This design comes from an exercise in tuning for small area, a short achievable clock period and few clock cycles on the open sky130 flow, not from production work.
The RTL was checked by simulation tests, not by an equivalence proof against the original design.
No activity file was given, so power comes from the tool's default toggle rates.

## LASER
module LASER (
    input CLK,
    input RST,
    input [3:0] X,
    input [3:0] Y,
    output reg [3:0] C1X,
    output reg [3:0] C1Y,
    output reg [3:0] C2X,
    output reg [3:0] C2Y,
    output reg DONE
);
    reg [3:0] px [0:39];      
    reg [4:0] yr [0:39];      
    reg [39:0] pm;            
    reg       run;            
    reg [5:0] in_cnt;
    reg [3:0] cyc;            
    reg       tail;           
    reg [1:0] rec;            
    reg [3:0] sy;             
    reg       bad;            
    reg       par;            
    reg [5:0] b_cnt;
    reg [3:0] b_x, b_y;
    integer i;
    reg vB, vC, fB, fC;       
    reg [3:0] rB, rC;         
    function gt6;
        input [5:0] a, b;
        integer k;
        reg g;
        begin
            g = 1'b0;
            for (k = 0; k < 6; k = k + 1)
                g = (a[k] & ~b[k]) | ((a[k] | ~b[k]) & g);
            gt6 = g;
        end
    endfunction
    wire norm   = run & (rec == 2'd0);
    wire issue  = norm & (cyc <= 4'd11);           
    wire mcyc   = norm & (cyc == 4'd12) | run & (rec == 2'd2);
    wire clr    = norm & (cyc == 4'd11) | run & (rec == 2'd1);    
    wire tcyc   = norm & tail;
    wire last_in = ~run & (in_cnt == 6'd39);
    wire miss;                
    reg [4:0] ndelta;
    reg [4:0] nd_n;
    wire take;
    always @* begin
        if (!run)
            nd_n = last_in ? -5'd1 : (in_cnt == 6'd38) ? -5'd2 : 5'd0;
  ...
Size: about 6100 cells after synthesis, about 680 flip-flops, about 27 I/O pins.
==> flow/config.mk <==
export PLATFORM = sky130hd
export DESIGN_NAME = LASER
export DESIGN_NICKNAME = LASER
export VERILOG_FILES = /design/flow/design.v
export SDC_FILE = /design/flow/constraint.sdc
export NUM_CORES = 4
export LEC_CHECK = 0
export ABC_AREA = 1
export CAP_MARGIN = 30
export CORE_MARGIN = 2
export CORE_UTILIZATION = 50
export CTS_BUF_LIST = sky130_fd_sc_hd__clkbuf_8
export CTS_CLUSTER_DIAMETER = 60
export CTS_CLUSTER_SIZE = 16
export SETUP_SLACK_MARGIN = 5
export SLEW_MARGIN = 20
==> flow/constraint.sdc <==
create_clock -name core_clock -period 10.0 [get_ports {CLK}]
set_input_delay 2.0000 -clock core_clock [delete_from_list [all_inputs] [get_ports {CLK}]]
set_output_delay 2.0000 -clock core_clock [all_outputs]
set_load 0.01 [all_outputs]
standard.sh (not shown) runs the stock make flow with config.mk's settings and CLKGATE_MAP_FILE= SYNTH_SCRIPT=/design/flow/synth_recipe.tcl, a recipe that flattens the netlist after the stock synthesis.
==> flow/flow/run.sh <==
#!/bin/bash
# Own flow: the standard layout (standard.sh, unchanged synthesis), with
# a larger setup repair margin, so that the resizer keeps shortening paths
# that already meet the 10 ns clock, and more antenna repair rounds after
# detailed routing. If the final layout still has an antenna violation, the
# layout is made once more at 48% core utilization.
# Logs: standard.log (make, all tools), antenna.log; ORFS's own logs stay
# under orfs/logs.
set -euo pipefail
layout() {
  rm -rf orfs
  sed -e 's/SETUP_SLACK_MARGIN=[0-9.]*/SETUP_SLACK_MARGIN=6.7 MAX_REPAIR_ANTENNAS_ITER_DRT=10/' "$@" standard.sh > standard_margin.sh
  bash standard_margin.sh > standard.log 2>&1
}
layout
printf 'read_db orfs/results/%s/LASER/base/6_final.odb\nputs "ANTENNA [check_antennas]"\n' "$FLOW_PLATFORM" > antenna.tcl
n=$(openroad -no_init -exit antenna.tcl 2>&1 | tee antenna.log | sed -n 's/^ANTENNA //p')
if [ "$n" != "0" ]; then
  mv standard.log standard_first.log
  layout -e 's/CORE_UTILIZATION=50/CORE_UTILIZATION=48/'
fi
Testbench counts at the start, summed over its fixed seeds: cycles 13,874.
Then changed:
--- a/flow/flow/run.sh
+++ b/flow/flow/run.sh
@@ -5,3 +5,3 @@
 # detailed routing. If the final layout still has an antenna violation, the
-# layout is made once more at 48% core utilization.
+# layout is made once more at 39% core utilization.
 # Logs: standard.log (make, all tools), antenna.log; ORFS's own logs stay
@@ -11,3 +11,3 @@
   rm -rf orfs
-  sed -e 's/SETUP_SLACK_MARGIN=[0-9.]*/SETUP_SLACK_MARGIN=6.7 MAX_REPAIR_ANTENNAS_ITER_DRT=10/' "$@" standard.sh > standard_margin.sh
+  sed -e 's/SETUP_SLACK_MARGIN=[0-9.]*/SETUP_SLACK_MARGIN=6.4 MAX_REPAIR_ANTENNAS_ITER_DRT=10/' "$@" standard.sh > standard_margin.sh
   bash standard_margin.sh > standard.log 2>&1
@@ -19,3 +19,3 @@
   mv standard.log standard_first.log
-  layout -e 's/CORE_UTILIZATION=50/CORE_UTILIZATION=48/'
+  layout -e 's/CORE_UTILIZATION=40/CORE_UTILIZATION=39/'
 fi
--- a/flow/config.mk
+++ b/flow/config.mk
@@ -10,3 +10,3 @@
 export CORE_MARGIN = 2
-export CORE_UTILIZATION = 50
+export CORE_UTILIZATION = 40
 export CTS_BUF_LIST = sky130_fd_sc_hd__clkbuf_8
Effect: The new run passed the timing, DRC and antenna checks. Critical path depth stays the same. Design area is lower by 5.2%. Count of clock-buffer cells in the layout came out lower by 6. Setup slack loses 0.038 ns. Clock skew rose by 0.013 ns. Power went down by 6.3%. Utilization shrinks by 14 points.
Then changed:
--- a/flow/flow/run.sh
+++ b/flow/flow/run.sh
@@ -5,3 +5,3 @@
 # detailed routing. If the final layout still has an antenna violation, the
-# layout is made once more at 39% core utilization.
+# layout is made once more at 57% core utilization.
 # Logs: standard.log (make, all tools), antenna.log; ORFS's own logs stay
@@ -11,3 +11,3 @@
   rm -rf orfs
-  sed -e 's/SETUP_SLACK_MARGIN=[0-9.]*/SETUP_SLACK_MARGIN=6.4 MAX_REPAIR_ANTENNAS_ITER_DRT=10/' "$@" standard.sh > standard_margin.sh
+  sed -e 's/SETUP_SLACK_MARGIN=[0-9.]*/SETUP_SLACK_MARGIN=6.5 MAX_REPAIR_ANTENNAS_ITER_DRT=10/' "$@" standard.sh > standard_margin.sh
   bash standard_margin.sh > standard.log 2>&1
@@ -19,3 +19,3 @@
   mv standard.log standard_first.log
-  layout -e 's/CORE_UTILIZATION=40/CORE_UTILIZATION=39/'
+  layout -e 's/CORE_UTILIZATION=60/CORE_UTILIZATION=57/'
 fi
--- a/flow/config.mk
+++ b/flow/config.mk
@@ -10,3 +10,3 @@
 export CORE_MARGIN = 2
-export CORE_UTILIZATION = 40
+export CORE_UTILIZATION = 60
 export CTS_BUF_LIST = sky130_fd_sc_hd__clkbuf_8
Outcome: Cell area is lower by 0.96%. Power drops by 1.3%. Synthesized area does not change. Final cell count decreases by 7.3%. Fmax increases by 1.3%.
Then changed:
--- a/flow/flow/run.sh
+++ b/flow/flow/run.sh
@@ -5,3 +5,3 @@
 # detailed routing. If the final layout still has an antenna violation, the
-# layout is made once more at 57% core utilization.
+# layout is made once more at 48% core utilization.
 # Logs: standard.log (make, all tools), antenna.log; ORFS's own logs stay
@@ -11,3 +11,3 @@
   rm -rf orfs
-  sed -e 's/SETUP_SLACK_MARGIN=[0-9.]*/SETUP_SLACK_MARGIN=6.5 MAX_REPAIR_ANTENNAS_ITER_DRT=10/' "$@" standard.sh > standard_margin.sh
+  sed -e 's/SETUP_SLACK_MARGIN=[0-9.]*/SETUP_SLACK_MARGIN=6.4 MAX_REPAIR_ANTENNAS_ITER_DRT=10/' "$@" standard.sh > standard_margin.sh
   bash standard_margin.sh > standard.log 2>&1
@@ -19,3 +19,3 @@
   mv standard.log standard_first.log
-  layout -e 's/CORE_UTILIZATION=60/CORE_UTILIZATION=57/'
+  layout -e 's/CORE_UTILIZATION=50/CORE_UTILIZATION=48/'
 fi
--- a/flow/config.mk
+++ b/flow/config.mk
@@ -10,3 +10,3 @@
 export CORE_MARGIN = 2
-export CORE_UTILIZATION = 60
+export CORE_UTILIZATION = 50
 export CTS_BUF_LIST = sky130_fd_sc_hd__clkbuf_8
Outcome: The new run went through all stages and came out clean; sequential share of layout area is lower by 0.12 points; total power is about the same; combinational power is lower by 5.0%; clock-buffer cell count is higher by 14; sequential cell count does not change; design area stays flat; clock skew is lower by 0.0071 ns; core utilization is lower by 11 points.


Another version of the RTL of LASER (not shown whole).
Size in the first run: ~7700 cells after synthesis, ~690 flip-flops, roughly 27 I/O pins.
Settings: LEC_CHECK=0, ABC_AREA=1, CAP_MARGIN=30, CORE_MARGIN=2, CORE_UTILIZATION=40, SLEW_MARGIN=20; clock period 10.0 ns.
run.sh (not shown) runs the stock make flow with config.mk's settings and CLKGATE_MAP_FILE= SYNTH_SCRIPT=/design/flow/synth_recipe.tcl, a recipe that flattens the netlist after the stock synthesis.
Stock flow here: none of the scripts above is used.
The baseline produced a clean layout.
Testbench counts at the start, summed over its fixed seeds: cycles 15,420.
Edit:
SETUP_SLACK_MARGIN = 5   (was not set)
Effect: Routed wire length is higher slightly; first-iteration DRC count is higher slightly; global-route usage is higher by 0.18 points; worst hold slack barely changes; setup slack gains 0.46 ns; power is higher slightly; final cell count is about the same; via count is higher slightly; synthesized cell count is unchanged; non-clock buffer count is higher by 6; core utilization stays flat.


Another version of the RTL of LASER (not shown whole).
Size in the first run: roughly 6100 cells after synthesis, roughly 680 flip-flops, about 27 I/O pins, ~48000 sq um of cells after synthesis.
clock: 10.0 ns
lec_check: 0
abc_area: 1
cap_margin: 30
core_margin: 2
core_utilization: 40
setup_slack_margin: 5
slew_margin: 20
standard.sh (not shown) runs the stock make flow with config.mk's settings and CLKGATE_MAP_FILE= SYNTH_SCRIPT=/design/flow/synth_recipe.tcl, a recipe that flattens the netlist after the stock synthesis.
==> flow/flow/run.sh <==
#!/bin/bash
# Own flow: the standard layout (standard.sh, unchanged synthesis), with
# a larger setup repair margin, so that the resizer keeps shortening paths
# that already meet the 10 ns clock, and more antenna repair rounds after
# detailed routing. If the final layout still has an antenna violation, the
# layout is made once more at 39% core utilization.
# Logs: standard.log (make, all tools), antenna.log; ORFS's own logs stay
# under orfs/logs.
set -euo pipefail
layout() {
  rm -rf orfs
  sed -e 's/SETUP_SLACK_MARGIN=[0-9.]*/SETUP_SLACK_MARGIN=6.2 MAX_REPAIR_ANTENNAS_ITER_DRT=10/' "$@" standard.sh > standard_margin.sh
  bash standard_margin.sh > standard.log 2>&1
}
layout
printf 'read_db orfs/results/%s/LASER/base/6_final.odb\nputs "ANTENNA [check_antennas]"\n' "$FLOW_PLATFORM" > antenna.tcl
n=$(openroad -no_init -exit antenna.tcl 2>&1 | tee antenna.log | sed -n 's/^ANTENNA //p')
if [ "$n" != "0" ]; then
  mv standard.log standard_first.log
  layout -e 's/CORE_UTILIZATION=40/CORE_UTILIZATION=39/'
fi
The first run finished clean.
Testbench counts at the start, summed over its fixed seeds: cycles 13,874.
Next try:
==> flow/flow/run.sh (replaced) <==
#!/bin/bash
# Own flow: the standard layout (standard.sh, unchanged synthesis), only
# with a larger setup repair margin, so that the resizer keeps shortening
# paths that already meet the 10 ns clock. Each tool's output goes to
# standard.log (make) in this folder; ORFS's own logs stay under orfs/logs.
set -euo pipefail
sed -e 's/SETUP_SLACK_MARGIN=[0-9.]*/SETUP_SLACK_MARGIN=6.6/' standard.sh > standard_margin.sh
bash standard_margin.sh > standard.log 2>&1
Effect:
- With this change the flow ran to the end with violations: antenna rules
- flip-flop and latch count is unchanged
- synthesized cell count stays the same
- worst setup slack improved by 210 ps
- area after synthesis does not change
- combinational power grows by 23%
- die area is unchanged
- final cell count grows by 0.33%
- wire length barely changes
- final area grows by 3.9%
- clock-buffer cell count grows by 3
Next try:
==> flow/run.sh (new file) <==
#!/bin/bash
# synth_recipe.tcl (not shown) runs the flow's synth.tcl, then flattens the netlist and writes it again
# the make line also repeats each setting of config.mk as NAME=value (left out here)
make -C /OpenROAD-flow-scripts/flow DESIGN_CONFIG=/design/flow/config.mk WORK_HOME=/design/flow/orfs CLKGATE_MAP_FILE= SYNTH_SCRIPT=/design/flow/synth_recipe.tcl finish
CTS_BUF_LIST = sky130_fd_sc_hd__clkbuf_8   (was default)
CTS_CLUSTER_DIAMETER = 60   (was default)
CTS_CLUSTER_SIZE = 24   (was default)
removed: flow/flow/run.sh
removed: flow/standard.sh
Result: The changed run produced a clean layout; maximum frequency fell by a little under a tenth; worst hold slack gains 18 ps; total power fell by about a fifth; area after synthesis stays the same; final cell count goes down slightly; via count is lower by a few percent; clock-buffer cell count drops by 33.
Next try:
==> flow/flow/run.sh (new file) <==
#!/bin/bash
# Own flow: the standard layout (standard.sh, unchanged synthesis), only
# with a larger setup repair margin, so that the resizer keeps shortening
# paths that already meet the 10 ns clock. Each tool's output goes to
# standard.log (make) in this folder; ORFS's own logs stay under orfs/logs.
set -euo pipefail
sed -e 's/SETUP_SLACK_MARGIN=[0-9.]*/SETUP_SLACK_MARGIN=7.0/' standard.sh > standard_margin.sh
bash standard_margin.sh > standard.log 2>&1
==> flow/standard.sh (new file) <==
#!/bin/bash
# synth_recipe.tcl (not shown) runs the flow's synth.tcl, then flattens the netlist and writes it again
# the make line also repeats each setting of config.mk as NAME=value (left out here)
make -C /OpenROAD-flow-scripts/flow DESIGN_CONFIG=/design/flow/config.mk WORK_HOME=/design/flow/orfs CLKGATE_MAP_FILE= SYNTH_SCRIPT=/design/flow/synth_recipe.tcl "${@:-finish}"
CTS_BUF_LIST = default   (was sky130_fd_sc_hd__clkbuf_8)
CTS_CLUSTER_DIAMETER = default   (was 60)
CTS_CLUSTER_SIZE = default   (was 24)
removed: flow/run.sh
Maximum frequency is higher by a little under a tenth.
Total power is higher by a quarter to a third.
Setup slack improves by 280 ps.
Utilization is higher by 7.5 points.
Critical path depth is higher by 3.
Final cell count is higher by a few percent.
Wire length is higher by a few percent.
First-iteration DRC count is lower by a few percent.
Clock skew is lower by 52 ps.

afterwards: timing with drivers on the ports:
No port has a modelled driver above. Below, the same layouts with a new extraction and two added sets of constraints. Step 1 assumes that a clkbuf_16 drives the clock port and a buf_2 every other input. Step 2 also shifts input and output timing later by t, the mid clock arrival at the registers, as if the neighbouring blocks saw the same clock. a / b / c = no drivers / after step 1 / after step 2; a / b = the first two.
run | shift t [ns] | setup slack, ns | worst register clock-pin slew, ns | worst data-port slew with drivers (ns)
the first run of note 1 | 0.836 | 6.479 / 6.479 / 6.405 | 0.11 / 0.11 | 0.03
the second run of note 1 | 0.842 | 6.441 / 6.441 / 6.441 | 0.11 / 0.11 | 0.03
the third run of note 1 | 0.815 | 6.485 / 6.485 / 6.400 | 0.11 / 0.11 | 0.04
the fourth run of note 1 | 0.825 | 6.477 / 6.477 / 6.428 | 0.11 / 0.11 | 0.03
the first run of note 2 | 0.786 | 4.741 / 4.741 / 4.741 | 0.07 / 0.07 | 0.11
the second run of note 2 | 0.784 | 5.204 / 5.204 / 5.204 | 0.07 / 0.07 | 0.13
the first run of note 3 | 0.760 | 6.309 / 6.263 / 6.214 | 0.07 / 0.07 | 0.03
the second run of note 3 | 0.748 | 6.518 / 6.518 / 6.264 | 0.07 / 0.07 | 0.03
the third run of note 3 | 0.840 | 6.176 / 6.147 / 6.176 | 0.12 / 0.12 | 0.03
the fourth run of note 3 | 0.726 | 6.459 / 6.459 / 6.436 | 0.07 / 0.07 | 0.03
The setup slack of the second run of note 3, which loses most, moves by 0.000 ns with the drivers and by -0.254 ns with both steps.
